Source: an optimization exercise on an open RTL-to-GDS flow (aim: a short achievable clock period and few clock cycles). Production flows keep margins and buffers that such runs may drop.
The RTL was checked by simulation tests, not by an equivalence proof against the original design.
No activity file was given, so power comes from the tool's default toggle rates.

### design/flow/standard.sh
#!/bin/bash
# synth_recipe.tcl (not shown) runs the flow's synth.tcl, then flattens the netlist and writes it again
# the make line also repeats each setting of config.mk as NAME=value (left out here)
make -C /OpenROAD-flow-scripts/flow DESIGN_CONFIG=/design/flow/config.mk WORK_HOME=/design/flow/orfs CLKGATE_MAP_FILE= SYNTH_SCRIPT=/design/flow/synth_recipe.tcl "${@:-finish}"
### design/flow/design.v
module EStage(input [31:0] A, B,                 
              input cin, arith, sub, mov, and_, orr, eor, ld, c_old, v_old,
              input [31:0] rdata,
              input dep_a, dep_b, inv_b, dep_d,
              input [31:0] rv_n, op2, rv_d,
              input sets, input [3:0] flags, input [3:0] next_cond, input st_ok,
              output [31:0] res_out, a_next, b_next, sdata,
              output nf, zf, cf, vf, next_pass, we_next);
  wire [32:0] sum={1'b0,A}+{1'b0,B}+{32'd0,cin};
  wire [31:0] lres=({32{mov}}&B)|({32{and_}}&(A&B))|({32{orr}}&(A|B))|({32{eor}}&(A^B));
  wire [31:0] res=arith ? sum[31:0] : lres;
  wire [31:0] zp=A^B;
  wire [31:0] zk={A[30:0]|B[30:0],cin};
  wire        z_sum=&(zp^~zk);
  assign nf=res[31];
  assign zf=arith ? z_sum : ~|lres;
  assign cf=arith ? (sum[32]^sub) : c_old;
  assign vf=arith ? ((A[31]==B[31])&(A[31]!=sum[31])) : v_old;
  assign res_out=ld ? rdata : res;
  wire ps00,ps01,ps10,ps11,pl;
  wire v0=(A[31]==B[31])&A[31];
  wire v1=(A[31]==B[31])&!A[31];
  Cond c00(.c(next_cond),.f({1'b0,z_sum,sub,v0}),.y(ps00));
  Cond c01(.c(next_cond),.f({1'b0,z_sum,!sub,v0}),.y(ps01));
  Cond c10(.c(next_cond),.f({1'b1,z_sum,sub,v1}),.y(ps10));
  Cond c11(.c(next_cond),.f({1'b1,z_sum,!sub,v1}),.y(ps11));
  Cond cl(.c(next_cond),.f(sets ? {lres[31],~|lres,c_old,v_old} : flags),.y(pl));
  wire [1:0] top={sum[31],sum[32]};
  wire ps=(top==2'd0) ? ps00 : (top==2'd1) ? ps01 : (top==2'd2) ? ps10 : ps11;
  assign next_pass=(sets&arith) ? ps : pl;
  assign we_next=st_ok&next_pass;          
  assign a_next=dep_a ? res_out : rv_n;
  assign b_next=(dep_b ? res_out : op2)^{32{inv_b}};
  assign sdata=dep_d ? res_out : rv_d;
endmodule
module ZPre(input [31:0] A, B, input cin, arith, mov, and_, orr, eor, output z);
  wire [31:0] p=A^B;
  wire [31:0] k={A[30:0]|B[30:0],cin};
  wire        z_sum=&(p^~k);
  wire [31:0] l=({32{mov}}&B)|({32{and_}}&(A&B))|({32{orr}}&(A|B))|({32{eor}}&p);
  assign z=arith ? z_sum : ~|l;
endmodule
module Cond(input [3:0] c, input [3:0] f, output reg y);
  wire n=f[3],z=f[2],cf=f[1],v=f[0];
  always @(*) begin
    case(c)
      4'd0: y=z;
      4'd1: y=!z;
      4'd2: y=cf;
      4'd3: y=!cf;
      4'd4: y=n;
      4'd5: y=!n;
      4'd6: y=v;
      4'd7: y=!v;
      4'd8: y=cf&!z;
      4'd9: y=!cf|z;
      4'd10: y=(n==v);
      4'd11: y=(n!=v);
      4'd12: y=!z&(n==v);
      4'd13: y=z|(n!=v);
      4'd14: y=1'b1;
      default: y=1'b0;
    endcase
  end
endmodule
module ARM(input clk,rst,
           output [31:0] imem_addr,
           input [31:0] imem_rdata,
           output [31:0] dmem_addr,dmem_wdata,
           output dmem_we,
           input [31:0] dmem_rdata);
  function cpass(input [3:0] c, input [3:0] f);
    reg n,z,cf,v;
    begin
      {n,z,cf,v}=f;
      case(c)
        4'd0: cpass=z;
        4'd1: cpass=!z;
        4'd2: cpass=cf;
        4'd3: cpass=!cf;
        4'd4: cpass=n;
        4'd5: cpass=!n;
        4'd6: cpass=v;
        4'd7: cpass=!v;
        4'd8: cpass=cf&!z;
        4'd9: cpass=!cf|z;
        4'd10: cpass=(n==v);
        4'd11: cpass=(n!=v);
        4'd12: cpass=!z&(n==v);
        4'd13: cpass=z|(n!=v);
        4'd14: cpass=1'b1;
        default: cpass=1'b0;
      endcase
    end
  endfunction
  reg [31:0] pc;
  reg [31:0] pc_o;                   
  reg        d_valid,d_bpend,d_guess;
  reg [31:0] d_ir,d_pc,d_pc4;
  reg        d_ismem,d_shifted;      
  reg        d_zstatic,d_auses,d_rmop,d_setf;  
  reg        d_fal,d_fz;             
  reg [31:0] d_immr;                 
  reg        d_long;                 
  reg        d_fold;                 
  reg [3:0]  d_fcond;                
  reg [15:0] d_noh,d_moh,d_doh;      
  reg        d_byp_n,d_byp_m,d_byp_d;  
  reg        d_mt_n,d_mt_m,d_mt_d;   
  reg        rst_q;                  
  reg        e_valid,e_wb,e_setf,e_ld,e_br,e_guess;
  reg [3:0]  e_cond,e_rd;
  reg        e_inv,e_cin,e_sub,e_arith,e_mov,e_and,e_orr,e_eor;
  reg [31:0] e_a,e_b;                
  reg [31:0] e_alt;
  reg        e_fold;
  reg [3:0]  e_fcond;
  reg [3:0]  btb_v;
  reg [31:0] btb_tag [0:3];          
  reg [31:0] btb_tgt [0:3];
  reg [3:0]  btb_cond [0:3];
  reg [1:0]  btb_ptr;
  reg        e_zpre,e_zok;           
  reg [31:0] m_addr,m_wdata;
  reg        m_we;
  reg [3:0]  flags;                  
  reg [31:0] w_res;                  
  reg [3:0]  w_rd;
  reg        w_wr;
  reg [31:0] rf [0:14];
  assign imem_addr=pc_o;
  assign dmem_addr=m_addr;
  assign dmem_wdata=m_wdata;
  assign dmem_we=m_we;
  reg  e_pass;                       
  wire e_wr=e_valid&e_wb&e_pass&(e_rd!=4'd15);
  wire e_sf=e_valid&e_setf&e_pass;
  wire [31:0] e_final,a_next,b_next,sdata;
  wire        nf,zf,cf,vf,pass_next,we_next;
  wire        st_ok;
  EStage e_stage(.A(e_a),.B(e_b),.cin(e_cin),.arith(e_arith),.sub(e_sub),.mov(e_mov),
                 .and_(e_and),.orr(e_orr),.eor(e_eor),.ld(e_ld),.c_old(flags[1]),.v_old(flags[0]),
                 .rdata(dmem_rdata),.dep_a(dep_n),.dep_b(fwd_b),.inv_b(inv_b),.dep_d(dep_d),
                 .rv_n(rv_n),.op2(op2),.rv_d(rv_d),.sets(e_sf),.flags(flags),.next_cond(d_cond),
                 .res_out(e_final),.a_next(a_next),.b_next(b_next),.sdata(sdata),
                 .st_ok(st_ok),
                 .nf(nf),.zf(zf),.cf(cf),.vf(vf),.next_pass(pass_next),.we_next(we_next));
  wire e_ftaken=(e_fcond==4'd14)|(e_sf ? (e_zpre^e_fcond[0]) : cpass(e_fcond,flags));
  wire e_mispred=e_valid&((e_br&(e_pass!=e_guess))|(e_fold&!e_ftaken));
  wire [3:0]  d_cond=d_ir[31:28];
  wire [1:0]  d_mode=d_ir[27:26];
  wire        d_I=d_ir[25];
  wire [3:0]  d_opc=d_ir[24:21];
  wire        d_S=d_ir[20];
  wire [3:0]  d_rn=d_ir[19:16];
  wire [3:0]  d_rd=d_ir[15:12];
  wire [11:0] d_opnd=d_ir[11:0];
  wire [3:0]  d_rm=d_opnd[3:0];
  wire [4:0]  d_sh=d_opnd[11:7];
  wire op_mov=(d_opc==4'b1101),op_mvn=(d_opc==4'b1111),op_add=(d_opc==4'b0100),
       op_adc=(d_opc==4'b0101),op_sub=(d_opc==4'b0010),op_sbc=(d_opc==4'b0110),
       op_and=(d_opc==4'b0000),op_orr=(d_opc==4'b1100),op_eor=(d_opc==4'b0001),
       op_cmp=(d_opc==4'b1010),op_tst=(d_opc==4'b1000);
  wire is_dp=(d_mode==2'b00)&(op_mov|op_mvn|op_add|op_adc|op_sub|op_sbc|op_and|op_orr|op_eor|op_cmp|op_tst);
  wire is_mem=(d_mode==2'b01)&(d_opc==4'b0100);
  wire is_ld=is_mem&d_S;
  wire is_st=is_mem&!d_S;
  wire dp_wb=is_dp&!op_cmp&!op_tst;
  wire dp_setf=is_dp&(d_S|op_cmp|op_tst);
  wire shifted=is_dp&!d_I&!d_opnd[4]&(d_sh!=5'd0);
  wire needs_flags=(d_cond!=4'd14)&(d_cond!=4'd15);
  wire inv_b=op_sub|op_sbc|op_cmp|op_mvn;
  reg  [31:0] rf_n,rf_m,rf_d;
  integer k;
  always @(*) begin
    rf_n=32'd0; rf_m=32'd0; rf_d=32'd0;
    for(k=0;k<15;k=k+1) begin
      rf_n=rf_n|({32{d_noh[k]}}&rf[k]);
      rf_m=rf_m|({32{d_moh[k]}}&rf[k]);
      rf_d=rf_d|({32{d_doh[k]}}&rf[k]);
    end
  end
  wire [31:0] rv_n=rf_n|({32{d_byp_n}}&w_res);
  wire [31:0] rv_m=rf_m|({32{d_byp_m}}&w_res);
  wire [31:0] rv_d=rf_d|({32{d_byp_d}}&w_res);
  wire dep_n=d_mt_n&e_pass;
  wire dep_m=d_mt_m&e_pass;
  wire dep_d=d_mt_d&e_pass;
  wire stall=d_valid&e_pass&((d_ismem&d_mt_n)|(d_shifted&d_mt_m));
  assign st_ok=d_valid&!stall&!e_mispred&is_st&!rst;
  wire [63:0] rorx={rv_m,rv_m}>>d_sh;
  reg  [31:0] shv;
  always @(*) begin
    case(d_opnd[6:5])
      2'b00: shv=rv_m<<d_sh;
      2'b01: shv=rv_m>>d_sh;
      2'b10: shv=$signed(rv_m)>>>d_sh;
      default: shv=rorx[31:0];
    endcase
  end
  wire [31:0] op2=d_I ? d_immr : (shifted ? shv : rv_m);
  wire        fwd_b=!d_I&!shifted&dep_m;
  wire [12:0] a_lo;
  AddC #(12) a_add(.a(rv_n[11:0]),.b(d_opnd),.ci(1'b0),.s(a_lo[11:0]),.co(a_lo[12]));
  wire [19:0] a_hi=rv_n[31:12];
  wire [19:0] a_hi_p,a_hi_m;
  wire        a_unused0,a_unused1;
  AddC #(20) a_inc(.a(a_hi),.b(20'd0),.ci(1'b1),.s(a_hi_p),.co(a_unused0));
  AddC #(20) a_dec(.a(a_hi),.b(20'hfffff),.ci(1'b0),.s(a_hi_m),.co(a_unused1));
  wire [19:0] a_top;
  CSel #(20) a_sel(.s(d_opnd[11]),.c(a_lo[12]),.x(a_hi),.p(a_hi_p),.m(a_hi_m),.y(a_top));
  wire [31:0] addr={a_top,a_lo[11:0]};
  wire [31:0] d_tgt;
  wire        d_unused;
  AddC #(32) d_add(.a(d_pc4),.b({{6{d_ir[23]}},d_ir[23:0],2'b00}),.ci(1'b0),.s(d_tgt),.co(d_unused));
  wire d_br=d_valid&d_bpend;
  wire d_take=cpass(d_cond,flags);
  wire d_zcond=(d_cond[3:1]==3'd0);
  wire d_known=!e_sf|(d_zcond&e_zok);
  wire d_take_k=e_sf ? (e_zpre^d_cond[0]) : d_take;
  wire d_want=d_known ? d_take_k : d_guess;
  wire d_redirect_b=d_br&((d_want!=d_guess)|(d_long&d_want));
  wire d_fk=d_fal|!d_setf|(d_fz&z_ok);
  wire d_unfold=d_valid&d_fold&!d_fk&!stall;
  wire d_redirect=d_redirect_b|d_unfold;
  wire [31:0] d_newpc=(d_want&!d_unfold) ? d_tgt : d_pc4;
  wire [31:0] d_pc8;
  wire        d_pc8_unused;
  AddC #(30) d_inc(.a(d_pc4[31:2]),.b(30'd0),.ci(1'b1),.s(d_pc8[31:2]),.co(d_pc8_unused));
  assign d_pc8[1:0]=d_pc4[1:0];
  wire d_isbr=(d_mode==2'b10);
  wire d_btaken=d_bpend ? (d_known&d_take_k) : d_guess;
  wire [31:0] d_pcm4;
  wire        d_pcm4_unused;
  AddC #(30) d_dec(.a(d_pc[31:2]),.b(30'h3fffffff),.ci(1'b0),.s(d_pcm4[31:2]),.co(d_pcm4_unused));
  assign d_pcm4[1:0]=d_pc[1:0];
  wire btb_ins=d_valid&d_isbr&!e_mispred&d_btaken&((d_cond[3:1]==3'd0)|(d_cond==4'd14));
  wire [31:0] z_b=(d_I ? d_immr : rv_m)^{32{inv_b}};
  wire        z_pre;
  ZPre z_dec(.A(rv_n),.B(z_b),.cin(op_sub|op_cmp),.arith(op_add|op_sub|op_cmp),.mov(op_mov|op_mvn),
             .and_(op_and|op_tst),.orr(op_orr),.eor(op_eor),.z(z_pre));
  wire        z_ok=d_zstatic&!(d_auses&d_mt_n&e_pass)&!(d_rmop&d_mt_m&e_pass);
  wire [31:0] pc4;
  wire        pc4_unused;
  AddC #(30) pc_inc(.a(pc[31:2]),.b(30'd0),.ci(1'b1),.s(pc4[31:2]),.co(pc4_unused));
  assign pc4[1:0]=pc[1:0];
  wire [3:0]  f_cond=imem_rdata[31:28];
  wire        f_isbr=(imem_rdata[27:26]==2'b10);
  wire        d_sf=d_valid&dp_setf;
  wire        f_known=(f_cond==4'd14)|(f_cond==4'd15)|!(d_sf|e_sf);
  wire [15:0] f_pass;
  genvar gc;
  generate for(gc=0;gc<16;gc=gc+1) begin : g_pass
    assign f_pass[gc]=cpass(gc,flags);
  end endgenerate
  wire        f_ok=!e_mispred&!d_redirect&!stall&!rst;
  wire [3:0]  f_hitv;
  assign f_hitv[0]=btb_v[0]&(btb_tag[0]==pc);
  assign f_hitv[1]=btb_v[1]&(btb_tag[1]==pc);
  assign f_hitv[2]=btb_v[2]&(btb_tag[2]==pc);
  assign f_hitv[3]=btb_v[3]&(btb_tag[3]==pc);
  wire        f_hit=|f_hitv;
  wire [31:0] f_btgt=({32{f_hitv[0]}}&btb_tgt[0])|({32{f_hitv[1]}}&btb_tgt[1])|
                     ({32{f_hitv[2]}}&btb_tgt[2])|({32{f_hitv[3]}}&btb_tgt[3]);
  wire [3:0]  f_bcond=({4{f_hitv[0]}}&btb_cond[0])|({4{f_hitv[1]}}&btb_cond[1])|
                      ({4{f_hitv[2]}}&btb_cond[2])|({4{f_hitv[3]}}&btb_cond[3]);
  wire        f_fold=f_ok&f_hit&!f_isbr;
  wire [3:0]  f_opc=imem_rdata[24:21];
  wire        f_dp=(imem_rdata[27:26]==2'b00)&((f_opc==4'b1101)|(f_opc==4'b1111)|(f_opc==4'b0100)|
                   (f_opc==4'b0101)|(f_opc==4'b0010)|(f_opc==4'b0110)|(f_opc==4'b0000)|
                   (f_opc==4'b1100)|(f_opc==4'b0001)|(f_opc==4'b1010)|(f_opc==4'b1000));
  wire        f_shifted=f_dp&!imem_rdata[25]&!imem_rdata[4]&(imem_rdata[11:7]!=5'd0);
  wire        f_guess,f_take;
  FTake f_dec(.ok(f_ok),.known(!(d_sf|e_sf)),.pass(f_pass),.cond(f_cond),.mode(imem_rdata[27:26]),
              .back(imem_rdata[23]),.guess(f_guess),.take(f_take));
  wire        f_guess_o,f_take_o;
  FTake f_dec_o(.ok(f_ok),.known(!(d_sf|e_sf)),.pass(f_pass),.cond(f_cond),.mode(imem_rdata[27:26]),
                .back(imem_rdata[23]),.guess(f_guess_o),.take(f_take_o));
  wire [4:0]  f_rot={imem_rdata[11:8],1'b0};
  wire [63:0] f_immx={32'd0,24'd0,imem_rdata[7:0]};
  wire [63:0] f_immr={f_immx[31:0],f_immx[31:0]}>>f_rot;
  wire        f_short=(imem_rdata[23:7]==17'd0)|(imem_rdata[23:7]==17'h1ffff);
  wire [21:0] h=pc[31:10];
  wire        hq=&pc[9:2];
  wire [21:0] h_p1,h_p2,h_m1;
  wire        h_unused0,h_unused1,h_unused2;
  AddC #(22) h_inc1(.a(h),.b(22'd0),.ci(1'b1),.s(h_p1),.co(h_unused0));
  AddC #(22) h_inc2(.a(h),.b(22'd1),.ci(1'b1),.s(h_p2),.co(h_unused1));
  AddC #(22) h_dec1(.a(h),.b(22'h3fffff),.ci(1'b0),.s(h_m1),.co(h_unused2));
  wire [21:0] pc4_hi_p,pc4_hi_m;
  Mux2 #(22) h_sel1(.s(hq),.a(h_p2),.b(h_p1),.y(pc4_hi_p));
  Mux2 #(22) h_sel2(.s(hq),.a(h),.b(h_m1),.y(pc4_hi_m));
  wire [3:0]  nx_rn=stall ? d_rn : imem_rdata[19:16];
  wire [3:0]  nx_rm=stall ? d_rm : imem_rdata[3:0];
  wire [3:0]  nx_rd=stall ? d_rd : imem_rdata[15:12];
  wire        nx_byp_n=e_wr&(e_rd==nx_rn);
  wire        nx_byp_m=e_wr&(e_rd==nx_rm);
  wire        nx_byp_d=e_wr&(e_rd==nx_rd);
  wire        d_wpot=d_valid&!stall&(dp_wb|is_ld)&(d_rd!=4'd15);
  wire        nx_mt_n=d_wpot&(d_rd==imem_rdata[19:16]);
  wire        nx_mt_m=d_wpot&(d_rd==imem_rdata[3:0]);
  wire        nx_mt_d=d_wpot&(d_rd==imem_rdata[15:12]);
  wire [31:0] pc_other=rst ? 32'd0 : (e_mispred ? e_alt : (d_redirect ? d_newpc : (stall ? pc : pc4)));
  wire [31:0] pc_next;
  FNext f_next(.take(f_take),.fold(f_fold),.off(imem_rdata[7:0]),.pc4(pc4),
               .hi_p(pc4_hi_p),.hi_m(pc4_hi_m),.other(pc_other),.ftgt(f_btgt),.next(pc_next));
  wire [31:0] pc_next_o;
  FNext f_next_o(.take(f_take_o),.fold(f_fold),.off(imem_rdata[7:0]),.pc4(pc4),
                 .hi_p(pc4_hi_p),.hi_m(pc4_hi_m),.other(pc_other),.ftgt(f_btgt),.next(pc_next_o));
  always @(posedge clk or posedge rst) begin
    if(rst) begin
      d_valid<=1'b0;
      e_valid<=1'b0;
      flags<=4'd0;
      w_wr<=1'b0;
    end else begin
      if(e_mispred|d_redirect) d_valid<=1'b0;
      else if(!stall) d_valid<=1'b1;
      e_valid<=d_valid&!stall&!e_mispred&(is_dp|is_mem|(d_bpend&!d_known)|(d_fold&d_fk));
      if(e_sf) flags<={nf,zf,cf,vf};
      w_wr<=e_wr;
    end
  end
  always @(posedge clk) begin
    pc<=pc_next;                     
    pc_o<=pc_next_o;
    m_we<=we_next;                   
  end
  always @(posedge clk) begin
    if(!stall) begin
      d_ir<=imem_rdata;
      d_pc<=pc;
      d_pc4<=pc4;
      d_fold<=f_hit&!f_isbr;
      d_ismem<=(imem_rdata[27:26]==2'b01)&(imem_rdata[24:21]==4'b0100);
      d_shifted<=f_shifted;
      d_zstatic<=!f_shifted&(f_opc!=4'b0101)&(f_opc!=4'b0110);
      d_auses<=(f_opc!=4'b1101)&(f_opc!=4'b1111);
      d_rmop<=!imem_rdata[25]&!f_shifted;
      d_setf<=f_dp&(imem_rdata[20]|(f_opc==4'b1010)|(f_opc==4'b1000));
      d_fal<=(f_bcond==4'd14);
      d_fz<=(f_bcond[3:1]==3'd0);
      d_fcond<=f_bcond;
      d_bpend<=f_isbr&(!f_known|!f_short);
      d_guess<=f_guess;
      d_long<=f_isbr&!f_short;
      d_immr<=f_immr[31:0];
    end
    d_noh<=(16'd1<<nx_rn)&{16{!nx_byp_n}};
    d_moh<=(16'd1<<nx_rm)&{16{!nx_byp_m}};
    d_doh<=(16'd1<<nx_rd)&{16{!nx_byp_d}};
    d_byp_n<=nx_byp_n;
    d_byp_m<=nx_byp_m;
    d_byp_d<=nx_byp_d;
    d_mt_n<=nx_mt_n;
    d_mt_m<=nx_mt_m;
    d_mt_d<=nx_mt_d;
    e_cond<=d_cond;
    e_pass<=pass_next;
    e_rd<=d_rd;
    e_wb<=dp_wb|is_ld;
    e_setf<=dp_setf;
    e_ld<=is_ld;
    e_br<=d_bpend;
    e_guess<=d_guess;
    e_alt<=d_fold ? d_pc8 : (d_guess ? d_pc4 : d_tgt);
    e_fold<=d_fold&d_fk;
    e_fcond<=d_fcond;
    e_inv<=inv_b;
    e_cin<=(op_adc|op_sbc) ? (e_sf ? cf : flags[1]) : (op_sub|op_cmp);
    e_sub<=op_sub|op_sbc|op_cmp;
    e_arith<=op_add|op_adc|op_sub|op_sbc|op_cmp;
    e_mov<=op_mov|op_mvn;
    e_and<=op_and|op_tst;
    e_orr<=op_orr;
    e_eor<=op_eor;
    e_a<=a_next;
    e_b<=b_next;
    e_zpre<=z_pre;
    e_zok<=z_ok;
    m_addr<=addr;
    m_wdata<=sdata;
    w_res<=e_final;
    w_rd<=e_rd;
  end
  integer i;
  reg        ins_q;
  reg [31:0] ins_tag,ins_tgt;
  reg [3:0]  ins_cond;
  wire       ins_dup=(btb_v[0]&(btb_tag[0]==ins_tag))|(btb_v[1]&(btb_tag[1]==ins_tag))|
                     (btb_v[2]&(btb_tag[2]==ins_tag))|(btb_v[3]&(btb_tag[3]==ins_tag));
  always @(posedge clk or posedge rst) begin
    if(rst) begin
      ins_q<=1'b0;
      btb_v<=4'd0;
      btb_ptr<=2'd0;
    end else begin
      ins_q<=btb_ins;
      if(ins_q&!ins_dup) begin
        btb_v[btb_ptr]<=1'b1;
        btb_ptr<=btb_ptr+2'd1;
      end
    end
  end
  always @(posedge clk) begin
    ins_tag<=d_pcm4;
    ins_tgt<=d_tgt;
    ins_cond<=d_cond;
    if(ins_q&!ins_dup) begin
      btb_tag[btb_ptr]<=ins_tag;
      btb_tgt[btb_ptr]<=ins_tgt;
      btb_cond[btb_ptr]<=ins_cond;
    end
  end
  always @(posedge clk or posedge rst) begin
    if(rst) rst_q<=1'b1;
    else rst_q<=1'b0;
  end
  always @(posedge clk) begin
    if(rst_q) begin
      for(i=0;i<15;i=i+1) rf[i]<=i;
    end else if(w_wr) begin
      rf[w_rd]<=w_res;
    end
  end
endmodule
module AddC #(parameter W=32) (input [W-1:0] a, b, input ci, output [W-1:0] s, output co);
  assign {co,s}={1'b0,a}+{1'b0,b}+{{W{1'b0}},ci};
endmodule
module Mux2 #(parameter W=32) (input s, input [W-1:0] a, b, output [W-1:0] y);
  assign y=s ? a : b;
endmodule
module CSel #(parameter W=20) (input s, c, input [W-1:0] x, p, m, output [W-1:0] y);
  assign y=s ? (c ? x : m) : (c ? p : x);
endmodule
module FTake(input ok, known, input [15:0] pass, input [3:0] cond, input [1:0] mode,
             input back, output guess, take);
  assign guess=(cond==4'd14)|((cond!=4'd15)&(known ? pass[cond] : back));
  assign take=ok&(mode==2'b10)&guess;
endmodule
module FNext(input take, fold, input [7:0] off, input [31:0] pc4,
             input [21:0] hi_p, hi_m, input [31:0] other, ftgt, output [31:0] next);
  wire [8:0]  lo={1'b0,pc4[9:2]}+{1'b0,off};
  wire [21:0] hi_c1=off[7] ? pc4[31:10] : hi_p;
  wire [21:0] hi_c0=off[7] ? hi_m : pc4[31:10];
  wire        ts=take;
  wire [31:0] base=take ? pc4 : other;
  wire        s1=ts&lo[8];
  wire        s0=ts&!lo[8];
  wire        sb=!ts&!fold;
  assign next[31:10]=({22{s1}}&hi_c1)|({22{s0}}&hi_c0)|({22{fold}}&ftgt[31:10])|({22{sb}}&base[31:10]);
  assign next[9:2]=({8{ts}}&lo[7:0])|({8{fold}}&ftgt[9:2])|({8{sb}}&base[9:2]);
  assign next[1:0]=fold ? ftgt[1:0] : base[1:0];
endmodule
### design/flow/constraint.sdc
create_clock -name core_clock -period 12.0 [get_ports {clk}]
set_input_delay 2.4000 -clock core_clock [delete_from_list [all_inputs] [get_ports {clk}]]
set_output_delay 2.4000 -clock core_clock [all_outputs]
set_load 0.01 [all_outputs]
### design/flow/config.mk
export PLATFORM = sky130hd
export DESIGN_NAME = ARM
export DESIGN_NICKNAME = ARM
export VERILOG_FILES = /design/flow/design.v
export SDC_FILE = /design/flow/constraint.sdc
export NUM_CORES = 4
export LEC_CHECK = 0
export ABC_CLOCK_PERIOD_IN_PS = 2000
export CAP_MARGIN = 20
export CORE_MARGIN = 2
export CORE_UTILIZATION = 40
export PLACE_DENSITY = 0.6
export SLEW_MARGIN = 20
export SYNTH_HIERARCHICAL = 1
export SYNTH_MINIMUM_KEEP_SIZE = 0
### design/flow/flow/run.sh
#!/bin/bash
# The standard layout (the standard.sh: unchanged synthesis, same clock and
# constraints). ORFS's timing repair is asked to leave a larger setup slack, and
# the port buffers are buf_4 cells instead of the default delay buffers.
set -euo pipefail
bash standard.sh SETUP_SLACK_MARGIN=8.5 "BUFFER_PORTS_ARGS=-buffer_cell sky130_fd_sc_hd__buf_4" finish > standard_flow.log 2>&1
==> flow_summary.toml, run 1 <==
[run_status]
status = "no timing/DRC/antenna violations"

[worst_setup_path]
slowest_delay_ps = 410
end_kind = "output pin"
worstPathArrival_ps = 1390
crit_required_ps = 9600
worstSetupPathType = "reg2out"
startpoint_type = "flip-flop"
reg2reg_from = "d_noh[6]"
cp_slowest_cell = "dfxtp_4"
path_delay_family = "flip-flops"
r2r_setup_slack_ps = 8290
worstRegToRegCells = 15
crit_buf_inv = 1
cp_max_fo = 1
crit_path_cell_trace = "buf_6"
rr_endpoint = "m_addr[26]"

[cells_and_area]
top_register = "rf"
syn2layout_area_growth_pct = 25.55
layout-drive-gt1-share_pct = 25.86
fin_util_pct = 50.36
largestRegisters = "rf: 480 flops, btb_tag: 128 flops, btb_tgt: 128 flops"
largest_register_ffs = 480
nets = 9851

[global_routing]
grt_use_total_pct = 36.27
grt_pass1_wl_um = 585300
grt_max_degree = 91
antenna_found_initial = 34
overflow = 0
grt_pass1_vias = 77830

[synthesis]
syn_area_per_cell_um2 = 10.07
synth_area_um2 = 87880
syn-instance-count = 8725
ys_warn_count = 8

[place]
dpl.hpwl_um = 260200
gp_congestion = 1.010
numPortBuffers = 162

[floorplan]
rows = 172
start_util_pct = 40.11
die_y_um = 472.7
die_x_um = 472.7
core_um2 = 219100
dieArea_um2 = 223500
io_pins = 163

[route]
vias_per_cell = 6.766
drt_wl_total_um = 431600
wl_per_cell_um = 34.78
dr.pass1.iters = 11
drt_iter0_drc = 14080
vias = 83970
route.detailed.drc = 0
drtAntennaViolNets = 0

[sta]
maxSlewViolCount = 0
hold_viol_final = 0
tns_ps = 0
tightest_slew_ps = 1221
final-setup-viol-count = 0
grt_setup_unrepaired = "true"
fin_crit_sh_pct = 31.59
timing.fmax_mhz = 263.8
min_period_ps = 3791
slew_headroom_pct = 18.58
skew_ps = 62.69

[clock_network]
clk_path_buf_depth = 3
clockRootBuffer = "clkbuf_16"
cts_buffers = 152
clock-sinks = 1313
htreeDepth = 4
cts_hold_buf = 0
cts.reportedPaths.clkPinSlew_ps = 70
cts_tree = "done"
insertion_delay_ps = 870

[worst_hold_path]
hold-path-cell-count = 0
worstHoldStart = "d_fcond[2]"
hold_path.class = "reg2reg"
holdPathEnd = "e_fcond[2]"

[pwr]
pwr-share-comb_pct = 45.5
swShare_pct = 40.69
p_leak_nw = 42.57
p_switching_mw = 8.599
p_clk_share_pct = 23.5
internal_power_mw = 12.53
p_per_area_nw_per_um2 = 191.5
sequentialPowerShare_pct = 31.0
peakVddDrop_mv = 0.1358

[job]
maxCapViolCount = 0
[stage by stage]
stage / power [mW] / hold WS [ps] / setup slack [ps] / cell area (um^2) / instances
6_report: 21.13 / 349.1 / 8209 / 110300 / 12410
5_1_grt: 21.85 / 354.7 / 8209 / 110300 / 12390
4_1_cts: 20.08 / 348.6 / 8182 / 105000 / 12160
3_5_place_dp: 14.28 / 331.1 / 6455 / 92570 / 11540
3_3_place_gp: 14.21 / 335.5 / 6544 / 92510 / 11540
2_1_floorplan: 11.61 / 323.3 / 7953 / 89140 / 8963
[worst reg2reg max path: stages (launching register included)]
cell	delay [ps]
dfxtp_2	310
buf_6	270
a221oi_2	400
nand4_1	180
buf_8	200
fa_2	380
fa_2	360
a21o_4	210
nand4_1	140
a21boi_2	110
o2111ai_4	260
nand2_1	100
a311oi_2	320
xnor2_1	160
mux2i_1	100
mux2i_1	160
[power by group through the flow]
| stage | registers, mW | logic, mW | clock network, mW |
|---|---|---|---|
| finish | 6.55 | 9.61 | 4.97 |
| global route | 6.59 | 10.1 | 5.15 |
| CTS | 6.51 | 8.59 | 4.98 |
| detailed placement | 6.55 | 7.73 | 0 |
| global placement | 6.54 | 7.67 | 0 |
| floorplan | 6.06 | 5.55 | 0 |
[layout by cell type (no fill, tap or decap), drive strengths merged, types with 242 or more instances in the layout]
cell and count:
dfxtp 404, nand2 594, o21ai 394, ha 381
and2 506, xnor2 450, a22o 366, buf 865
a21oi 401, mux2i 384, conb 242, inv 259
edfxtp 894, nor2 375, a221oi 397
[worst max-delay path by stage]
stage	from	cells past startpoint	endpoint	slack (ps)
2_1_floorplan	rst	12	pc[7]	7950
3_5_place_dp	rst	8	pc_o[7]	6450
6_report	pc_o[12]	1	imem_addr[12]	8210
3_3_place_gp	rst	8	pc_o[7]	6540
4_1_cts	pc_o[12]	1	imem_addr[12]	8180
5_1_grt	pc_o[12]	1	imem_addr[12]	8210
[final cells by class]
| type | count | area [um^2] |
|---|---|---|
| Antenna cell | 27 | 67.56 |
| Multi-Input combinational cell | 6751 | 54710 |
| Tap cell | 2871 | 3592 |
| Fill cell | 19530 | 108700 |
| Clock buffer | 191 | 4050 |
| Sequential cell | 1313 | 35720 |
| Timing Repair Buffer | 902 | 9933 |
| Clock inverter | 95 | 1241 |
| Inverter | 260 | 1016 |
[timing repair]
| action | 4_1_cts | 5_1_grt |
|---|---|---|
| setup buffers | 301 | 200 |
| setup endpoints to repair | 466 | 289 |
| pin swaps | 168 | 279 |
| gates resized for setup | 899 | 613 |
| cloned | 30 | 26 |
[routing by layer]
metal	vias to the layer above	GRT usage, %	routed length (um)
met5	-	0.06489	116
met4	12	25.45	40090
met3	2101	12.39	55600
met2	6647	53.32	179700
met1	40780	44.43	156000
li1	34430	-	-
Testbench counts, summed over its fixed seeds: cycles 22,873.
==> run 2, diff against run 1 <==
--- a/design/flow/design.v
+++ b/design/flow/design.v
@@ -104,6 +104,10 @@
   reg        d_long;                 
   reg        d_fold;                 
   reg [3:0]  d_fcond;                
+  reg        d_fpred;                
+  reg [1:0]  d_fidx;                 
+  reg [31:0] d_ftgt;                 
+  reg        d_hintok;               
   reg [15:0] d_noh,d_moh,d_doh;      
   reg        d_byp_n,d_byp_m,d_byp_d;  
   reg        d_mt_n,d_mt_m,d_mt_d;   
@@ -115,6 +119,9 @@
   reg [31:0] e_alt;
   reg        e_fold;
   reg [3:0]  e_fcond;
+  reg        e_fpred,e_hintok;
+  reg [1:0]  e_fidx;
+  reg [3:0]  btb_hint;               
   reg [3:0]  btb_v;
   reg [31:0] btb_tag [0:3];          
   reg [31:0] btb_tgt [0:3];
@@ -137,6 +144,7 @@
   wire e_sf=e_valid&e_setf&e_pass;
   wire [31:0] e_final,a_next,b_next,sdata;
   wire        nf,zf,cf,vf,pass_next,we_next;
+  wire        eq_next=(e_a=={~e_b[30:0],1'b0});
   wire        st_ok;
   EStage e_stage(.A(e_a),.B(e_b),.cin(e_cin),.arith(e_arith),.sub(e_sub),.mov(e_mov),
                  .and_(e_and),.orr(e_orr),.eor(e_eor),.ld(e_ld),.c_old(flags[1]),.v_old(flags[0]),
@@ -146,7 +154,7 @@
                  .st_ok(st_ok),
                  .nf(nf),.zf(zf),.cf(cf),.vf(vf),.next_pass(pass_next),.we_next(we_next));
   wire e_ftaken=(e_fcond==4'd14)|(e_sf ? (e_zpre^e_fcond[0]) : cpass(e_fcond,flags));
-  wire e_mispred=e_valid&((e_br&(e_pass!=e_guess))|(e_fold&!e_ftaken));
+  wire e_mispred=e_valid&((e_br&(e_pass!=e_guess))|(e_fold&(e_ftaken!=e_fpred)));
   wire [3:0]  d_cond=d_ir[31:28];
   wire [1:0]  d_mode=d_ir[27:26];
   wire        d_I=d_ir[25];
@@ -264,6 +272,13 @@
                      ({32{f_hitv[2]}}&btb_tgt[2])|({32{f_hitv[3]}}&btb_tgt[3]);
   wire [3:0]  f_bcond=({4{f_hitv[0]}}&btb_cond[0])|({4{f_hitv[1]}}&btb_cond[1])|
                       ({4{f_hitv[2]}}&btb_cond[2])|({4{f_hitv[3]}}&btb_cond[3]);
+  wire        f_bhint=|(f_hitv&btb_hint);
+  wire [1:0]  f_fidx={f_hitv[3]|f_hitv[2],f_hitv[3]|f_hitv[1]};
+  wire [31:0] f_pc8;
+  wire        f_pc8_unused;
+  AddC #(30) f_inc8(.a(pc[31:2]),.b(30'd1),.ci(1'b1),.s(f_pc8[31:2]),.co(f_pc8_unused));
+  assign f_pc8[1:0]=pc[1:0];
+  wire [31:0] f_fnext=f_bhint ? f_pc8 : f_btgt;   
   wire        f_fold=f_ok&f_hit&!f_isbr;
   wire [3:0]  f_opc=imem_rdata[24:21];
   wire        f_dp=(imem_rdata[27:26]==2'b00)&((f_opc==4'b1101)|(f_opc==4'b1111)|(f_opc==4'b0100)|
@@ -303,10 +318,10 @@
   wire [31:0] pc_other=rst ? 32'd0 : (e_mispred ? e_alt : (d_redirect ? d_newpc : (stall ? pc : pc4)));
   wire [31:0] pc_next;
   FNext f_next(.take(f_take),.fold(f_fold),.off(imem_rdata[7:0]),.pc4(pc4),
-               .hi_p(pc4_hi_p),.hi_m(pc4_hi_m),.other(pc_other),.ftgt(f_btgt),.next(pc_next));
+               .hi_p(pc4_hi_p),.hi_m(pc4_hi_m),.other(pc_other),.ftgt(f_fnext),.next(pc_next));
   wire [31:0] pc_next_o;
   FNext f_next_o(.take(f_take_o),.fold(f_fold),.off(imem_rdata[7:0]),.pc4(pc4),
-                 .hi_p(pc4_hi_p),.hi_m(pc4_hi_m),.other(pc_other),.ftgt(f_btgt),.next(pc_next_o));
+                 .hi_p(pc4_hi_p),.hi_m(pc4_hi_m),.other(pc_other),.ftgt(f_fnext),.next(pc_next_o));
   always @(posedge clk or posedge rst) begin
     if(rst) begin
       d_valid<=1'b0;
@@ -341,6 +356,11 @@
       d_fal<=(f_bcond==4'd14);
       d_fz<=(f_bcond[3:1]==3'd0);
       d_fcond<=f_bcond;
+      d_fpred<=!f_bhint;
+      d_fidx<=f_fidx;
+      d_ftgt<=f_btgt;
+      d_hintok<=(f_cond==4'd14)&(imem_rdata[27:25]==3'b001)&(f_opc==4'b0010)&imem_rdata[20]&
+                (imem_rdata[19:16]==imem_rdata[15:12]);
       d_bpend<=f_isbr&(!f_known|!f_short);
       d_guess<=f_guess;
       d_long<=f_isbr&!f_short;
@@ -363,7 +383,10 @@
     e_ld<=is_ld;
     e_br<=d_bpend;
     e_guess<=d_guess;
-    e_alt<=d_fold ? d_pc8 : (d_guess ? d_pc4 : d_tgt);
+    e_alt<=d_fold ? (d_fpred ? d_pc8 : d_ftgt) : (d_guess ? d_pc4 : d_tgt);
+    e_fpred<=d_fpred;
+    e_fidx<=d_fidx;
+    e_hintok<=d_hintok;
     e_fold<=d_fold&d_fk;
     e_fcond<=d_fcond;
     e_inv<=inv_b;
@@ -387,15 +410,20 @@
   reg        ins_q;
   reg [31:0] ins_tag,ins_tgt;
   reg [3:0]  ins_cond;
+  reg        ins_hint;
+  reg        hw_q,hw_val;            
+  reg [1:0]  hw_idx;
   wire       ins_dup=(btb_v[0]&(btb_tag[0]==ins_tag))|(btb_v[1]&(btb_tag[1]==ins_tag))|
                      (btb_v[2]&(btb_tag[2]==ins_tag))|(btb_v[3]&(btb_tag[3]==ins_tag));
   always @(posedge clk or posedge rst) begin
     if(rst) begin
       ins_q<=1'b0;
+      hw_q<=1'b0;
       btb_v<=4'd0;
       btb_ptr<=2'd0;
     end else begin
       ins_q<=btb_ins;
+      hw_q<=e_valid&e_fold;
       if(ins_q&!ins_dup) begin
         btb_v[btb_ptr]<=1'b1;
         btb_ptr<=btb_ptr+2'd1;
@@ -406,10 +434,15 @@
     ins_tag<=d_pcm4;
     ins_tgt<=d_tgt;
     ins_cond<=d_cond;
+    ins_hint<=e_valid&e_hintok&(d_cond[3:1]==3'd0)&(eq_next==d_cond[0]);
+    hw_idx<=e_fidx;
+    hw_val<=e_hintok&(e_fcond[3:1]==3'd0)&(eq_next==e_fcond[0]);
+    if(hw_q) btb_hint[hw_idx]<=hw_val;
     if(ins_q&!ins_dup) begin
       btb_tag[btb_ptr]<=ins_tag;
       btb_tgt[btb_ptr]<=ins_tgt;
       btb_cond[btb_ptr]<=ins_cond;
+      btb_hint[btb_ptr]<=ins_hint;
     end
   end
   always @(posedge clk or posedge rst) begin
==> flow_summary.toml, run 2 <==
[floorplan]
core_um2 = 229900
die_x_um = 484.6
io_pins = 163
dieArea_um2 = 234900
start_util_pct = 40.19
rows = 176
die_y_um = 484.6

[pwr]
p_leak_nw = 44.40
power.total_mw = 22.75
peakVddDrop_mv = 0.1499
p_per_area_nw_per_um2 = 197.8

[global_routing]
overflow = 0
grt_use_total_pct = 37.11
grt.met3_usage_pct = 14.16
busiest_layer = "met2"
grt_pass1_vias = 83020
grt_pass1_wl_um = 630000
grt_use_met1_pct = 46.86
grt_max_degree = 84
met2_usage_pct = 52.84
antenna_found_initial = 51

[cells_and_area]
final_cells = 13140
final_common_cell = "edfxtp_1"
n_fill_cell = 20660
layout-drive-gt1-share_pct = 25.07
top_register = "rf"
largestRegisters = "rf: 480 flops, btb_tag: 128 flops, btb_tgt: 128 flops"
largest_register_ffs = 480
syn2layout_area_growth_pct = 24.43
mostFrequentLayoutCells = "edfxtp_1, nand2_1, buf_4, and2_1, xnor2_1"
nets = 10450

[job]
maxCapViolCount = 0

[worst_setup_path]
worstSetupPathType = "reg2reg"
worstRegToRegCells = 20
path_delay_family = "compound AO/OA/AOI/OAI gates"
crit_start = "flags[3]"
reg2reg_from = "flags[3]"
slowest_delay_ps = 470
worst_setup_path_endpoint = "pc_o[7]"
rr_endpoint = "pc_o[7]"
worstSetupPathDepth = 20
cp_max_fo = 3
cp_slowest_cell = "dfrtp_2"
crit_path_cell_trace = "xor2_4 > mux2_4 > a311oi_4 > nor3b_4 > a211oi_2 > xnor2_1 > a32o_2 > nor2_4 > buf_12 > and3_4 > nand2_2 > or3_4 > a21oi_4 > buf_6 > buf_6 > clkinvlp_4 > buf_12 > nor3b_4 > a221oi_2 > o21ai_1"
crit_buf_inv = 5
r2r_setup_slack_ps = 8080
end_kind = "flip-flop"
crit_required_ps = 12800
startpoint_type = "flip-flop"
worstPathArrival_ps = 4720

[route]
drt_iter0_drc = 14670
wl_per_cell_um = 34.68
vias = 89010
drtAntennaViolNets = 0
drt_wl_total_um = 455800
dr.pass1.iters = 15
vias_per_cell = 6.773
route.detailed.drc = 0

[clock_network]
clock-sinks = 1362
cts_hold_buf = 0
clk_path_buf_depth = 3
cts_tree = "done"
cts.reportedPaths.clkPinSlew_ps = 60
clockRootBuffer = "clkbuf_16"
cts_buffers = 156
insertion_delay_ps = 890
htreeDepth = 4

[sta]
hold_viol_final = 0
fin_crit_sh_pct = 32.69
tightest_slew_ps = 1254
maxSlewViolCount = 0
min_period_ps = 3923
final-setup-viol-count = 0
tns_ps = 0
timing.fmax_mhz = 254.9
slew_headroom_pct = 16.38
grt_setup_unrepaired = "true"
skew_ps = 60.87

[place]
dpl.hpwl_um = 284800
dp_cells = 12300
gp_congestion = 1.045
numPortBuffers = 162

[synthesis]
ys_warn_count = 8
synth_area_um2 = 92400
syn_area_per_cell_um2 = 9.957
syn-instance-count = 9280

[worst_hold_path]
hold_path.class = "reg2reg"

[run_status]
status = "no timing/DRC/antenna violations"
==> run 2: changes by cell type in the layout (fill, tap and decap cells not counted), moves of 28 or more <==
cell,before,now
a211oi_1,37,71
xnor2_1,388,446
mux2_2,127,163
nor2_1,333,361
mux2i_1,351,261
edfxtp_1,894,930
a21oi_1,333,423
a211o_1,20,49
nand2_1,564,629
nor2b_1,31,98
conb_1,242,274
o21ai_0,252,223
a32o_1,1,30
nand3_1,118,149
==> run 2: worst min-delay path by stage <==
stage | depth (start not counted) | to | slack [ps] | from
finish | 0 | hw_idx[0] | 330 | e_fidx[0]
global route | 0 | hw_idx[0] | 350 | e_fidx[0]
CTS | 0 | hw_idx[0] | 330 | e_fidx[0]
detailed placement | 0 | hw_idx[0] | 320 | e_fidx[0]
global placement | 0 | hw_idx[0] | 310 | e_fidx[0]
floorplan | 0 | hw_idx[0] | 310 | e_fidx[0]
==> run 2: power breakdown <==
| group | internal, mW | switching (mW) | leakage, nW |
|---|---|---|---|
| sequential | 5.82 | 0.985 | 13.1 |
| clock | 3.15 | 2.26 | 2.82 |
| combinational | 4.30 | 6.23 | 28.5 |
| total | 13.3 | 9.48 | 44.4 |
==> run 2: what timing repair did <==
action | in CTS | in global routing
buffers inserted | 321 | 140
endpoints found under the hold margin | 0 | 0
gates resized for setup | 1044 | 488
endpoints found under the setup margin | 534 | 467
gates cloned | 41 | 5
pin swaps | 259 | 266
==> run 2: final cells by class <==
type	count	area, um^2	area share (%)
Sequential cell	1362	37100	32.27
Clock inverter	96	1441	1.254
Multi-Input combinational cell	7251	57550	50.05
Timing Repair Buffer	887	9557	8.311
Inverter	282	1097	0.9543
Tap cell	3026	3786	3.293
Clock buffer	198	4352	3.785
Timing Repair inverter	1	7.507	0.006529
Antenna cell	38	95.09	0.08270
==> run 2: per-layer routing <==
layer | vias to the layer above | wire length, um
met1 | 43040 | 169600
met5 | - | 430
met4 | 44 | 38300
met2 | 7212 | 184700
met3 | 2187 | 62770
li1 | 36530 | -
==> run 2: metrics by stage <==
stage	setup slack [ps]	utilization, %	hold WS, ps	instance area (um^2)
finish	8077	50.01	328.5	115000
global route	7951	50.00	347.1	114900
CTS	8152	48.36	327.6	111200
detailed placement	6768	42.47	322.3	97640
global placement	6741	42.46	312.7	97620
floorplan	7963	-	309.6	93710
Testbench counts of run 2, summed over its fixed seeds: cycles 22,227.
==> run 3, diff against run 2 <==
--- a/design/flow/design.v
+++ b/design/flow/design.v
@@ -139,6 +139,11 @@
   assign dmem_addr=m_addr;
   assign dmem_wdata=m_wdata;
   assign dmem_we=m_we;
+  wire [15:0] f_pass;
+  genvar gc;
+  generate for(gc=0;gc<16;gc=gc+1) begin : g_pass
+    assign f_pass[gc]=cpass(gc,flags);
+  end endgenerate
   reg  e_pass;                       
   wire e_wr=e_valid&e_wb&e_pass&(e_rd!=4'd15);
   wire e_sf=e_valid&e_setf&e_pass;
@@ -153,7 +158,7 @@
                  .res_out(e_final),.a_next(a_next),.b_next(b_next),.sdata(sdata),
                  .st_ok(st_ok),
                  .nf(nf),.zf(zf),.cf(cf),.vf(vf),.next_pass(pass_next),.we_next(we_next));
-  wire e_ftaken=(e_fcond==4'd14)|(e_sf ? (e_zpre^e_fcond[0]) : cpass(e_fcond,flags));
+  wire e_ftaken=(e_fcond==4'd14)|(e_sf ? (e_zpre^e_fcond[0]) : f_pass[e_fcond]);
   wire e_mispred=e_valid&((e_br&(e_pass!=e_guess))|(e_fold&(e_ftaken!=e_fpred)));
   wire [3:0]  d_cond=d_ir[31:28];
   wire [1:0]  d_mode=d_ir[27:26];
@@ -222,7 +227,7 @@
   wire        d_unused;
   AddC #(32) d_add(.a(d_pc4),.b({{6{d_ir[23]}},d_ir[23:0],2'b00}),.ci(1'b0),.s(d_tgt),.co(d_unused));
   wire d_br=d_valid&d_bpend;
-  wire d_take=cpass(d_cond,flags);
+  wire d_take=f_pass[d_cond];
   wire d_zcond=(d_cond[3:1]==3'd0);
   wire d_known=!e_sf|(d_zcond&e_zok);
   wire d_take_k=e_sf ? (e_zpre^d_cond[0]) : d_take;
@@ -256,11 +261,6 @@
   wire        f_isbr=(imem_rdata[27:26]==2'b10);
   wire        d_sf=d_valid&dp_setf;
   wire        f_known=(f_cond==4'd14)|(f_cond==4'd15)|!(d_sf|e_sf);
-  wire [15:0] f_pass;
-  genvar gc;
-  generate for(gc=0;gc<16;gc=gc+1) begin : g_pass
-    assign f_pass[gc]=cpass(gc,flags);
-  end endgenerate
   wire        f_ok=!e_mispred&!d_redirect&!stall&!rst;
   wire [3:0]  f_hitv;
   assign f_hitv[0]=btb_v[0]&(btb_tag[0]==pc);
==> flow_summary.toml, run 3 <==
[run_status]
status = "no timing/DRC/antenna violations"

[place]
postPlaceCellArea_um2 = 97750
gp_congestion = 1.005
dpl.hpwl_um = 272300
dp_cells = 12290
numPortBuffers = 162

[synthesis]
ys_warn_count = 8
syn_area_per_cell_um2 = 9.988
synth_area_um2 = 92440
syn-instance-count = 9255

[clock_network]
cts.reportedPaths.clkPinSlew_ps = 60
cts_hold_buf = 0
htreeDepth = 4
clk_path_buf_depth = 3
clock-sinks = 1362
cts_tree = "done"
clockRootBuffer = "clkbuf_16"
insertion_delay_ps = 880
cts_buffers = 158

[cells_and_area]
largestRegisters = "rf: 480 flops, btb_tag: 128 flops, btb_tgt: 128 flops"
layout-drive-gt1-share_pct = 25.72
final_common_cell = "edfxtp_1"
syn2layout_area_growth_pct = 25.41
final_cells = 13220
fin_util_pct = 50.43
top_register = "rf"
final_area_um2 = 115900
largest_register_ffs = 480
nets = 10530
mostFrequentLayoutCells = "edfxtp_1, buf_4, nand2_1, and2_1, xnor2_1"

[worst_setup_path]
cp_max_fo = 32
worstPathArrival_ps = 4690
crit_start = "d_noh[9]"
worst_setup_path_endpoint = "m_addr[28]"
rr_endpoint = "m_addr[28]"
worstRegToRegCells = 17
end_kind = "flip-flop"
reg2reg_from = "d_noh[9]"
r2r_setup_slack_ps = 8060
worstSetupPathType = "reg2reg"
startpoint_type = "flip-flop"
crit_required_ps = 12750

[floorplan]
rows = 176
core_um2 = 229900
die_x_um = 484.7
io_pins = 163
dieArea_um2 = 235000
die_y_um = 484.7
start_util_pct = 40.21

[pwr]
peakVddDrop_mv = 0.1590
internal_power_mw = 13.21
sequentialPowerShare_pct = 30.0
p_clk_share_pct = 23.0
p_leak_nw = 45.12
pwr-share-comb_pct = 47.0
p_switching_mw = 9.323
p_per_area_nw_per_um2 = 194.4
swShare_pct = 41.38

[sta]
tns_ps = 0
tightest_slew_ps = 1228
final-setup-viol-count = 0
slew_headroom_pct = 18.17
hold_viol_final = 0
timing.fmax_mhz = 254.0
grt_setup_unrepaired = "true"
min_period_ps = 3937
fin_crit_sh_pct = 32.81
timing.hold.ws_ps = 325.1
maxSlewViolCount = 0
skew_ps = 100.4

[route]
route.detailed.drc = 0
drt_iter0_drc = 14480
drtAntennaViolNets = 0
drt_wl_total_um = 457400
dr.pass1.iters = 11
vias_per_cell = 6.684
wl_per_cell_um = 34.59
vias = 88370

[global_routing]
antenna_found_initial = 36
grt_use_total_pct = 35.99
overflow = 0
grt_pass1_wl_um = 613900
grt_pass1_vias = 82890
grt_max_degree = 116

[worst_hold_path]
hold_path.class = "reg2reg"

[job]
maxCapViolCount = 0
==> run 3: through the flow <==
| step | worst slack [ps] | total power [mW] |
|---|---|---|
| detailed placement | 6623 | 15.47 |
| floorplan | 7749 | 12.51 |
| CTS | 8134 | 21.63 |
| global route | 8002 | 23.39 |
| finish | 8063 | 22.53 |
| global placement | 6474 | 15.39 |
==> run 3: power by group through the flow <==
stage / clock [mW] / sequential (mW) / combinational [mW]
5_1_grt: 5.37 / 6.81 / 11.2
2_1_floorplan: 0 / 6.32 / 6.19
6_report: 5.18 / 6.77 / 10.6
3_3_place_gp: 0 / 6.73 / 8.66
3_5_place_dp: 0 / 6.74 / 8.73
4_1_cts: 5.17 / 6.72 / 9.73
==> run 3: worst min path at each step <==
| stage | startpoint | end | cells after the start |
|---|---|---|---|
| 2_1_floorplan | e_fidx[0] | hw_idx[0] | 0 |
| 3_3_place_gp | e_fidx[0] | hw_idx[0] | 0 |
| 3_5_place_dp | e_fidx[1] | hw_idx[1] | 0 |
| 4_1_cts | e_fidx[1] | hw_idx[1] | 0 |
| 5_1_grt | e_fidx[0] | hw_idx[0] | 0 |
| 6_report | e_fidx[0] | hw_idx[0] | 0 |
==> run 3: area by class of cell <==
| class | instances | area [um^2] |
|---|---|---|
| diodes | 37 | 92.59 |
| multi-input cells | 7223 | 57930 |
| clock inverters | 69 | 932.1 |
| well taps | 3026 | 3786 |
| flip-flops and latches | 1362 | 37110 |
| inverters | 307 | 1207 |
| repair buffers | 969 | 10230 |
| clock buffers | 228 | 4652 |
| fillers | 20580 | 114000 |
==> run 3: what timing repair did <==
item / CTS / global route
cloned: 30 / 29
pin swaps: 235 / 295
setup buffers: 289 / 247
resized for setup: 998 / 554
endpoints found under the setup margin: 321 / 406
==> run 3: critical path: stages (launching register included) <==
cell,delay (ps)
dfxtp_2,320
buf_8,250
a221oi_2,290
nand4_1,260
buf_12,240
buf_4,140
fa_2,360
fa_2,350
a21o_2,220
nand4_1,130
a21boi_2,100
o2111ai_2,220
buf_4,160
nand4_1,110
a21boi_1,200
xnor2_1,150
mux2i_1,100
mux2i_1,140
==> run 3: routing by layer <==
layer / GRT usage (%) / wire [um] / up-vias / part of all wire, %
li1: - / - / 36660 / -
met1: 44.32 / 165400 / 42990 / 36
met2: 54.49 / 194400 / 6631 / 43
met3: 10.69 / 57070 / 2073 / 12
met4: 23.77 / 40020 / 16 / 8.8
met5: 0.4287 / 439 / - / 0.096
Testbench counts of run 3, summed over its fixed seeds: cycles 22,227.
==> run 4, diff against run 3 <==
--- a/design/flow/design.v
+++ b/design/flow/design.v
@@ -122,6 +122,8 @@
   reg        e_fpred,e_hintok;
   reg [1:0]  e_fidx;
   reg [3:0]  btb_hint;               
+  reg        hw_q,hw_val;            
+  reg [1:0]  hw_idx;
   reg [3:0]  btb_v;
   reg [31:0] btb_tag [0:3];          
   reg [31:0] btb_tgt [0:3];
@@ -272,7 +274,15 @@
                      ({32{f_hitv[2]}}&btb_tgt[2])|({32{f_hitv[3]}}&btb_tgt[3]);
   wire [3:0]  f_bcond=({4{f_hitv[0]}}&btb_cond[0])|({4{f_hitv[1]}}&btb_cond[1])|
                       ({4{f_hitv[2]}}&btb_cond[2])|({4{f_hitv[3]}}&btb_cond[3]);
-  wire        f_bhint=|(f_hitv&btb_hint);
+  wire        hint_now_we=e_valid&e_fold;
+  wire        hint_now=e_hintok&(e_fcond[3:1]==3'd0)&(eq_next==e_fcond[0]);
+  wire [3:0]  hint_eff;
+  genvar gh;
+  generate for(gh=0;gh<4;gh=gh+1) begin : g_hint
+    assign hint_eff[gh]=(hint_now_we&(e_fidx==gh)) ? hint_now :
+                        ((hw_q&(hw_idx==gh)) ? hw_val : btb_hint[gh]);
+  end endgenerate
+  wire        f_bhint=|(f_hitv&hint_eff);
   wire [1:0]  f_fidx={f_hitv[3]|f_hitv[2],f_hitv[3]|f_hitv[1]};
   wire [31:0] f_pc8;
   wire        f_pc8_unused;
@@ -411,8 +421,6 @@
   reg [31:0] ins_tag,ins_tgt;
   reg [3:0]  ins_cond;
   reg        ins_hint;
-  reg        hw_q,hw_val;            
-  reg [1:0]  hw_idx;
   wire       ins_dup=(btb_v[0]&(btb_tag[0]==ins_tag))|(btb_v[1]&(btb_tag[1]==ins_tag))|
                      (btb_v[2]&(btb_tag[2]==ins_tag))|(btb_v[3]&(btb_tag[3]==ins_tag));
   always @(posedge clk or posedge rst) begin
@@ -423,7 +431,7 @@
       btb_ptr<=2'd0;
     end else begin
       ins_q<=btb_ins;
-      hw_q<=e_valid&e_fold;
+      hw_q<=hint_now_we;
       if(ins_q&!ins_dup) begin
         btb_v[btb_ptr]<=1'b1;
         btb_ptr<=btb_ptr+2'd1;
@@ -436,7 +444,7 @@
     ins_cond<=d_cond;
     ins_hint<=e_valid&e_hintok&(d_cond[3:1]==3'd0)&(eq_next==d_cond[0]);
     hw_idx<=e_fidx;
-    hw_val<=e_hintok&(e_fcond[3:1]==3'd0)&(eq_next==e_fcond[0]);
+    hw_val<=hint_now;
     if(hw_q) btb_hint[hw_idx]<=hw_val;
     if(ins_q&!ins_dup) begin
       btb_tag[btb_ptr]<=ins_tag;
==> flow_summary.toml, run 4 <==
[run_status]
status = "no timing/DRC/antenna violations"

[cells_and_area]
nets = 10470
n_fill_cell = 20820
mostFrequentLayoutCells = "edfxtp_1, nand2_1, buf_4, and2_1, a21oi_1"
largestRegisters = "rf: 480 flops, btb_tag: 128 flops, btb_tgt: 128 flops"
largest_register_ffs = 480
layout-drive-gt1-share_pct = 24.58
syn2layout_area_growth_pct = 23.58
final_common_cell = "edfxtp_1"
top_register = "rf"

[clock_network]
cts_hold_buf = 0
clockRootBuffer = "clkbuf_16"
insertion_delay_ps = 860
clock-sinks = 1362
htreeDepth = 4
cts.reportedPaths.clkPinSlew_ps = 60
cts_buffers = 150
clk_path_buf_depth = 3
cts_tree = "done"

[route]
route.detailed.drc = 0
drt_iter0_drc = 15590
drtAntennaViolNets = 0
dr.pass1.iters = 13
vias_per_cell = 6.782
vias = 89200
wl_per_cell_um = 34.63
drt_wl_total_um = 455500

[global_routing]
grt_pass1_wl_um = 614200
antenna_found_initial = 49
overflow = 0
grt_use_total_pct = 35.92
grt_pass1_vias = 81710
grt_max_degree = 101

[place]
numPortBuffers = 162
dpl.hpwl_um = 281800
post-place-ws_ps = 6864
gp_congestion = 1.056

[worst_setup_path]
startpoint_type = "flip-flop"
cp_max_fo = 5
worstRegToRegCells = 18
crit_top_cell = "buf_12"
end_kind = "flip-flop"
crit_required_ps = 12690
worstPathArrival_ps = 4590
worstSetupPathType = "reg2reg"
crit_path_cell_trace = "buf_12 > mux4_2 > a32o_2 > mux2i_1 > o31ai_2 > nor2_2 > o21ai_4 > buf_12 > nor4_4 > nand2_1 > or3_4 > a21oi_4 > buf_12 > buf_12 > nor2_4 > buf_12 > a221oi_2 > o21ai_1"
reg2reg_from = "d_ir[29]"
slowest_delay_ps = 480
rr_endpoint = "pc[7]"
cp_slowest_cell = "mux4_2"
r2r_setup_slack_ps = 8100

[sta]
min_period_ps = 3895
final-setup-viol-count = 0
fin_crit_sh_pct = 32.46
tightest_slew_ps = 1203
slew_headroom_pct = 19.79
skew_ps = 53.95
fin_ws_ps = 8105
timing.hold.ws_ps = 336.7
timing.fmax_mhz = 256.7
hold_viol_final = 0
tns_ps = 0
maxSlewViolCount = 0
grt_setup_unrepaired = "true"

[floorplan]
die_x_um = 485.9
rows = 176
start_util_pct = 40.33
dieArea_um2 = 236100
core_um2 = 230300
die_y_um = 485.9
io_pins = 163

[worst_hold_path]
worstHoldStart = "d_fidx[1]"
holdPathEnd = "e_fidx[1]"
hold_path.class = "reg2reg"
hold-path-cell-count = 0

[job]
maxCapViolCount = 0

[pwr]
p_per_area_nw_per_um2 = 195.4
peakVddDrop_mv = 0.1695
p_leak_nw = 44.84

[synthesis]
syn-instance-count = 9286
syn_area_per_cell_um2 = 10.00
synth_area_um2 = 92890
ys_warn_count = 8
## run 4: cell count changes in the layout (fill, tap and decap cells not counted), moves of 29 or more
cell     previous run  this run
nand2_1           577       645
and3_1             92        29
xor2_1            214       267
buf_4             618       561
a22o_1            343       373
a32o_1              2        31
xnor2_1           416       353
## run 4: area by class of cell
class	instances	area, um^2	share of cell area, %
Clock inverter	66	758.2	0.6605
Timing Repair Buffer	906	9832	8.565
Tap cell	3026	3786	3.298
Clock buffer	215	4479	3.902
Sequential cell	1362	37140	32.35
Multi-Input combinational cell	7264	57650	50.22
Inverter	278	1064	0.9264
Timing Repair inverter	1	5.005	0.004360
Antenna cell	34	85.08	0.07411
## run 4: metrics by stage
stage / instances / instance area [um^2] / power, mW / utilization (%)
final: 13150 / 114800 / 22.43 / 49.84
after floorplan: 9556 / 94180 / 12.54 / -
after detailed placement: 12320 / 97910 / 15.80 / 42.51
after global placement: 12320 / 97900 / 15.75 / 42.50
after global routing: 13140 / 114800 / 23.17 / 49.82
after CTS: 12890 / 110000 / 21.51 / 47.78
## run 4: worst max-delay path, delay by kind of cell, from the launching register on
kind	cells	cell delay, ps
AO/OA/AOI/OAI	6	910
buffers and inverters	5	700
flip-flops	1	400
multiplexers	2	660
AND/OR/NAND/NOR	5	1050
## run 4: repair_timing
action | 4_1_cts | 5_1_grt
endpoints found under the hold margin | 0 | 0
setup endpoints to repair | 487 | 474
cloned | 32 | 22
pin swaps | 182 | 244
setup buffers | 257 | 209
resized for setup | 980 | 547
## run 4: how the worst max path moves through the flow
stage / cells past startpoint / from / slack [ps] / end
finish: 18 / d_ir[29] / 8100 / pc[7]
global route: 19 / flags[3] / 7980 / pc_o[7]
CTS: 1 / pc_o[12] / 8150 / imem_addr[12]
detailed placement: 8 / imem_rdata[29] / 6860 / pc[20]
global placement: 8 / imem_rdata[29] / 6920 / pc[25]
floorplan: 10 / imem_rdata[31] / 7960 / pc[7]
## run 4: layer usage
layer  global-route usage [%]  vias up  share of wire (%)
li1                         -    36620                  -
met1                    46.53    43040                 38
met2                    50.47     7354                 39
met3                    13.21     2159                 15
met4                    22.14       28                8.1
met5                   0.2041        -               0.20
## run 4: where the power goes
group	leakage, nW	internal [mW]	switching, mW
Clock	2.55	2.78	2.14
Combinational	29.2	4.31	6.40
Sequential	13.1	5.83	0.977
Total	44.8	12.9	9.52
Testbench counts of run 4, summed over its fixed seeds: cycles 22,067.

port drivers added, routing unchanged:
The flow's constraints put no driver on any port. The routed layouts listed below were extracted and timed again, unchanged, in two steps. Step 1, drivers: a clkbuf_16 drives clk and a buf_2 each remaining input, both assumed. Step 2, shift: input delay + t, output delay - t, t = (earliest + latest rising clock arrival at the registers) / 2. This alone moves slack from input paths to output paths. Three values: ideal ports, drivers, drivers and shift; two values: the first two.
run	t (ns)	setup WS [ns]	worst register clock-pin slew, ns	worst slew at a driven data input, ns	cell pins on the clock port's net
run 1	0.937	8.209 / 8.108 / 7.474	0.08 / 0.08	0.26	1
run 2	0.959	8.077 / 8.077 / 7.307	0.08 / 0.08	0.32	1
run 3	0.923	8.063 / 8.063 / 7.408	0.07 / 0.07	0.24	1
run 4	0.916	8.105 / 8.105 / 7.321	0.09 / 0.09	0.32	1
After both steps setup and hold are still met in every run listed. For run 4, which loses most, drivers alone change the setup slack by 0.000 ns; drivers and shift together by -0.784 ns.
